This is an optimization exercise on Yosys and OpenROAD, whose aim is small area and a short achievable clock period, not a production implementation. Only simulation tests tie the RTL to the original design; equivalence was not proved. Power figures rest on the tool's default switching activity, not on a simulated workload.

==> flow/design.v <==
`timescale 1ns / 1ps
module MUX(
    input [1:0]i,
    input sel,
    output o
    );
    assign o = (sel & i[1]) | (~sel & i[0]);
endmodule
`timescale 1ns / 1ps
module MUXarray #(parameter SIZE=4)(
    input [SIZE-1:0] a,
    input [SIZE-1:0] b,
    input sel,
    output [SIZE-1:0] o
    );
    genvar i;
    generate 
        for(i=0; i<SIZE; i=i+1) begin
            MUX m(
                .i({a[i],b[i]}),
                .sel(sel),
                .o(o[i])
                );
        end
    endgenerate 
endmodule
`timescale 1ns / 1ps
module decoder3_8(
    input [2:0] d,
    input en,
    output reg [7:0] o
    );
always @(*) begin
    if (en) begin
        case (d)
            3'd7: o=8'd1;
            3'd6: o=8'd2;
            3'd5: o=8'd4;
            3'd4: o=8'd8;
            3'd3: o=8'd16;
            3'd2: o=8'd32;
            3'd1: o=8'd64;
            3'd0: o=8'd128;
        endcase
    end
    else
        o=8'd0;
end
endmodule
`timescale 1ns / 1ps
module decoder4_16(
    input [3:0]d,
    output [15:0]o
    );
    wire en1, en2;
    assign en1 = d[3];
    assign en2 = ~d[3];
    decoder3_8 low ( 
        .en(en1),
        .d(d),
        .o(o[7:0])
        );
    decoder3_8 high(
        .en(en2),
        .d(d),
        .o(o[15:8])
        );
endmodule
`timescale 1ns / 1ps
module NewSevenSegment(
    input [3:0] d,
    output [6:0] seg
    );
    wire [15:0] o;
    decoder4_16 D(.d(d), .o(o));
    assign seg [0] = ~| (16'hB7EB& o);
    assign seg [1] = ~| (16'hF9E4& o);
    assign seg [2] = ~| (16'hDFF4& o);
    assign seg [3] = ~| (16'hB6DE& o);
    assign seg [4] = ~| (16'hA2BF& o);
    assign seg [5] = ~| (16'h8EFB& o);
    assign seg [6] = ~| (16'h3EF7& o);
endmodule
`timescale 1ns / 1ns
module ClockDivider #(parameter PRESCALER = 25_000_000)(
    input clkin,
    input rst,
    output reg clkout
    );
    reg [24:0] count;
    always @(posedge clkin) begin
        if(rst) begin
            count <= 0;
            clkout <= 0;
        end
        else if(count == PRESCALER) begin
            count <=0;
            clkout <= ~clkout;
        end
        else begin
            count <= count + 1;
        end
    end
endmodule
`timescale 1ns / 1ps
module DoubleSevenSegment(
    input clk,
    input rst,
    input [3:0] a,
    input [3:0] b,
    input [3:0] c,
    input [3:0] d,
    output [6:0] out,
    output [0:3] an
    );
    wire sel, sel2;
    wire [3:0] d1, d2, d3;
    ClockDivider #(.PRESCALER(25000)) CDK(
                    .clkin(clk),
                    .rst(rst),
                    .clkout(sel)
                    );
    ClockDivider #(.PRESCALER (50001)) CDK1(
                     .clkin(clk),
                    .rst(rst),
                    .clkout(sel2)
    );
    MUXarray run1 (.a(a), .b(c), .sel(sel), .o(d1));
    MUXarray run2 (.a(b), .b(d), .sel(sel), .o(d2));
    MUXarray run3 (.a(d1), .b(d2), .sel(sel2), .o(d3));
    NewSevenSegment run4 (.d(d3), .seg(out));
   assign an[0] = ~sel & ~sel2;
   assign an[1] = sel & ~sel2;
   assign an[2] = ~sel & sel2;
   assign an[3] = sel & sel2;
endmodule
`timescale 1ns / 1ps
module FSM(
    input bu, br, bl, bd, reset,
    input [7:0]a,b,
    input clk,
    input rst,
    output reg [15:0]led
    );
    reg[3:0]state;
    always @(posedge clk) begin
        if (rst) begin
            state <= 0;
            led <= 0;
        end
        else
        case(state)
        4'b0000:begin
            if(bu ==1)begin
                state <=1;
                led <= a+b;
            end
            else if(br ==1)begin
                state <=2;
                led <= a-b;
            end
             else if(bd ==1)begin
                state <=3;
                led <=a*b;
            end
             else if(bl ==1 && b != 0)begin
                state <=4;
                led <=a/b;
            end
            else if(bl ==1 && b == 0)begin
                state <=4;
                led <=0;
            end
            else if(reset == 1)begin
                state <= 0;
                led <= 0;
            end
        end
        4'b0001:begin
            if (bl ==1) begin
                led <= led << 1;
                state <= 5;
            end
            else if(br ==1)begin
                led <= led >> 1;
                state <= 6;
            end
            else if(bd ==1)begin
                led <= a|b;
                state <= 7;
            end
            if(reset ==1)begin
                state <=0;
                led <=0;
                end
        end
        4'b0010:begin
            if(reset ==1)begin
                state <=0;
                led <=0;
            end
            if(reset ==1)begin
                state <=0;
                led <=0;
                end
        end
        4'b0011:begin
            if(bu ==1) begin
                led <=a&b;
                state <= 8;
            end
            if(reset ==1)begin
                state <=0;
                led <=0;
                end
        end
        4'b0100:begin
            if(reset ==1)begin
                state <=0;
                led <=0;
            end
        end
         4'b0101:begin
            if(reset ==1)begin
                state <=0;
                led <=0;
            end
        end
         4'b0110:begin
            if(reset ==1)begin
                state <=0;
                led <=0;
            end
        end
         4'b0111:begin
            if(reset ==1)begin
                state <=0;
                led <=0;
            end
        end
         4'b1000:begin
            if(reset ==1)begin
                state <=0;
                led <=0;
            end
        end
        default:begin
            state <= 0;
            led <=0;
        end
   endcase
   end     
endmodule
`timescale 1ns / 1ps
module top(
    output [15:0] led,
    input  [15:0] sw,
    output [6:0]  seg,
    input  btnC, btnU, btnL, btnR, btnD,
    output [3:0]  an,
    input  clk,
    input  rst
    );
    wire [7:0] a = sw[15:8];
    wire [7:0] b = sw[7:0];
    function [8:0] ripple(input [7:0] x, input [7:0] y, input ci);
        reg c;
        integer i;
        begin
            c = ci;
            for (i = 0; i < 8; i = i + 1) begin
                ripple[i] = x[i] ^ y[i] ^ c;
                c = (x[i] & y[i]) | (x[i] & c) | (y[i] & c);
            end
            ripple[8] = c;
        end
    endfunction
    function [15:0] mul8(input [7:0] x, input [7:0] y);
        reg [7:0] sm, cy, ns, nc, pp;
        reg       t;
        integer r, c;
        begin
            sm = x & {8{y[0]}};
            cy = 8'd0;
            mul8 = 16'd0;
            mul8[0] = sm[0];
            for (r = 1; r < 8; r = r + 1) begin
                pp = x & {8{y[r]}};
                for (c = 0; c < 8; c = c + 1) begin
                    t = (c < 7) ? sm[(c + 1) % 8] : 1'b0;
                    ns[c] = pp[c] ^ t ^ cy[c];
                    nc[c] = (pp[c] & t) | (pp[c] & cy[c]) | (t & cy[c]);
                end
                sm = ns;
                cy = nc;
                mul8[r] = sm[0];
            end
            mul8[15:8] = {1'b0, sm[7:1]} + cy;
        end
    endfunction
    function [12:0] divrows(input [7:0] r0, input [7:0] x, input [7:0] y,
                            input integer hi, input integer lo);
        reg [8:0] rem, p, dif;
        integer j;
        begin
            rem = {1'b0, r0};
            divrows = 13'd0;
            for (j = hi; j >= lo; j = j - 1) begin
                p = {rem[7:0], x[j]};
                dif = p - {1'b0, y};
                divrows[j] = ~dif[8];
                if (~dif[8]) rem = dif & ((9'd1 << (8 - j)) - 9'd1);
                else         rem = p   & ((9'd1 << (8 - j)) - 9'd1);
            end
            divrows[12:8] = rem[4:0];
        end
    endfunction
    localparam IDLE = 2'd0, SUM = 2'd1, PROD = 2'd2, DONE = 2'd3;
    reg [1:0]  state;
    reg [15:0] led_r;
    reg        divmode;    
    reg [4:0]  rem_r;      
    wire       sub  = ~btnU;
    wire [8:0] asum = ripple(a, b ^ {8{sub}}, sub);
    wire [15:0] addsub = sub ? {{8{~asum[8]}}, asum[7:0]} : {7'd0, asum};
    wire [15:0] mulr = mul8(a, b);
    wire [12:0] dh = divrows(8'd0, a, b, 7, 3);
    wire bz = (b == 8'd0);
    wire in_idle = (state == IDLE);
    wire in_sum  = (state == SUM);
    wire in_prod = (state == PROD);
    wire op_as  = in_idle & (btnU | btnR);
    wire op_mul = in_idle & ~btnU & ~btnR & btnD;
    wire op_div = in_idle & ~btnU & ~btnR & ~btnD & btnL;
    wire op_shl = in_sum & ~btnC & btnL;
    wire op_shr = in_sum & ~btnC & ~btnL & btnR;
    wire op_or  = in_sum & ~btnC & ~btnL & ~btnR & btnD;
    wire op_and = in_prod & ~btnC & btnU;
    wire op_clr = btnC & ~op_as & ~op_mul & ~op_div;
    wire ld = op_as | op_mul | op_div | op_shl | op_shr | op_or | op_and | op_clr;
    wire [15:0] led_n =
        ({16{op_as}}  & addsub) |
        ({16{op_mul}} & mulr) |
        ({16{op_div & ~bz}} & {b, dh[7:3], a[2:0]}) |
        ({16{op_shl}} & {led_r[14:0], 1'b0}) |
        ({16{op_shr}} & {1'b0, led_r[15:1]}) |
        ({16{op_or}}  & {8'd0, a | b}) |
        ({16{op_and}} & {8'd0, a & b});
    wire [1:0] state_n =
        op_clr ? IDLE :
        op_as  ? (btnU ? SUM : DONE) :
        op_mul ? PROD :
        (op_div | op_shl | op_shr | op_or | op_and) ? DONE : state;
    always @(posedge clk) begin
        if (rst) begin
            state <= IDLE;
            led_r <= 16'd0;
            divmode <= 1'b0;
        end else begin
            state <= state_n;
            if (ld) led_r <= led_n;
            if (ld) divmode <= op_div & ~bz;
        end
        if (op_div) rem_r <= dh[12:8];
    end
    wire [12:0] dl = divrows({3'd0, rem_r}, led_r[7:0], led_r[15:8], 2, 0);
    wire [15:0] ledv = divmode ? {8'd0, led_r[7:3], dl[2:0]} : led_r;
    assign led = ledv;
    reg [14:0] lfsr;
    reg [1:0]  dsel;    
    wire wrap = (lfsr == 15'h6F73);
    always @(posedge clk) begin
        if (rst | wrap) lfsr <= 15'd0;
        else            lfsr <= {lfsr[13:0], ~(lfsr[14] ^ lfsr[13])};
        if (rst)        dsel <= 2'd0;
        else if (wrap)  dsel <= dsel + 2'd1;
    end
    wire [3:0] v = (dsel == 2'b00) ? ledv[3:0] :
                   (dsel == 2'b01) ? ledv[11:8] :
                   (dsel == 2'b10) ? ledv[7:4] : ledv[15:12];
    assign an = (dsel == 2'b00) ? 4'b0111 :
                (dsel == 2'b01) ? 4'b1011 :
                (dsel == 2'b10) ? 4'b1101 : 4'b1110;
    localparam [15:0] M0 = 16'hB7EB, M1 = 16'hF9E4, M2 = 16'hDFF4, M3 = 16'hB6DE,
                      M4 = 16'hA2BF, M5 = 16'h8EFB, M6 = 16'h3EF7;
    wire [3:0] vi = 4'd15 - v;
    assign seg = ~{M6[vi], M5[vi], M4[vi], M3[vi], M2[vi], M1[vi], M0[vi]};
endmodule
==> flow/config.mk <==
export PLATFORM = sky130hd
export DESIGN_NAME = top
export DESIGN_NICKNAME = top
export VERILOG_FILES = /design/flow/design.v
export SDC_FILE = /design/flow/constraint.sdc
export NUM_CORES = 4
export LEC_CHECK = 0
export CAP_MARGIN = 20
export CORE_MARGIN = 2
export CORE_UTILIZATION = 40
export SLEW_MARGIN = 20
==> flow/constraint.sdc <==
create_clock -name core_clock -period 32.0 [get_ports {clk}]
set_input_delay 6.4000 -clock core_clock [delete_from_list [all_inputs] [get_ports {clk}]]
set_output_delay 6.4000 -clock core_clock [all_outputs]
set_load 0.01 [all_outputs]
run.sh (not shown) runs the stock make flow with config.mk's settings and CLKGATE_MAP_FILE= SYNTH_SCRIPT=/design/flow/synth_recipe.tcl, a recipe that flattens the netlist after the stock synthesis.
==> next run, changes <==
--- a/flow/design.v
+++ b/flow/design.v
@@ -260,24 +260,12 @@
     output [3:0]  an,
     input  clk,
     input  rst
     );
     wire [7:0] a = sw[15:8];
     wire [7:0] b = sw[7:0];
-    function [8:0] ripple(input [7:0] x, input [7:0] y, input ci);
-        reg c;
-        integer i;
-        begin
-            c = ci;
-            for (i = 0; i < 8; i = i + 1) begin
-                ripple[i] = x[i] ^ y[i] ^ c;
-                c = (x[i] & y[i]) | (x[i] & c) | (y[i] & c);
-            end
-            ripple[8] = c;
-        end
-    endfunction
     function [15:0] mul8(input [7:0] x, input [7:0] y);
         reg [7:0] sm, cy, ns, nc, pp;
         reg       t;
         integer r, c;
         begin
             sm = x & {8{y[0]}};
@@ -318,13 +306,13 @@
     localparam IDLE = 2'd0, SUM = 2'd1, PROD = 2'd2, DONE = 2'd3;
     reg [1:0]  state;
     reg [15:0] led_r;
     reg        divmode;    
     reg [4:0]  rem_r;      
     wire       sub  = ~btnU;
-    wire [8:0] asum = ripple(a, b ^ {8{sub}}, sub);
+    wire [8:0] asum = {1'b0, a} + {1'b0, b ^ {8{sub}}} + {8'd0, sub};
     wire [15:0] addsub = sub ? {{8{~asum[8]}}, asum[7:0]} : {7'd0, asum};
     wire [15:0] mulr = mul8(a, b);
     wire [12:0] dh = divrows(8'd0, a, b, 7, 3);
     wire bz = (b == 8'd0);
     wire in_idle = (state == IDLE);
     wire in_sum  = (state == SUM);
The changed run completed with no timing, DRC or antenna violations.
Synthesized cell count climbs by a few percent.
Clock power drops by about a fifth.
Routed wire length climbs by a few percent.
Utilization drops by 0.26 points.
Non-clock buffer count climbs by 2.
Synthesized area climbs by a few percent.
Cell area climbs by a few percent.
Die area climbs by a few percent.
Clock-buffer cell count climbs by 1.
Final cell count climbs by a few percent.
Setup slack got worse by 0.65 ns.
Register-to-register slack got worse by 0.30 ns.
Combinational power climbs by a quarter to a third.

-- static timing again, ports no longer ideal --
In the flow no input, the clock included, has a driving cell. The finished layouts below were timed again as built, in two steps.
Step 1: set_driving_cell puts a clkbuf_16 on clk and a buf_2 on each other input, an assumption about the parent block.
Step 2 adds t to the input delays and takes it off the output delays; t is the mean of the earliest and latest rising clock arrival at the registers after step 1. Input paths then give back, and output paths get back, about the clock's delay inside the block.
a / b / c = no drivers / after step 1 / after step 2; a / b = the first two.
run	t (ns)	slack for setup (ns)	worst hold slack (ns)	worst slew at a driven data input, ns
the first run	0.314	18.405 / 18.374 / 18.298	0.457 / 0.457 / 0.457	0.06
the second run	0.307	17.755 / 17.722 / 17.524	0.459 / 0.459 / 0.459	0.04
After both steps every run listed still meets setup and hold. The setup slack of the second run, which loses most, moves by -0.033 ns with the drivers and by -0.231 ns with both steps.
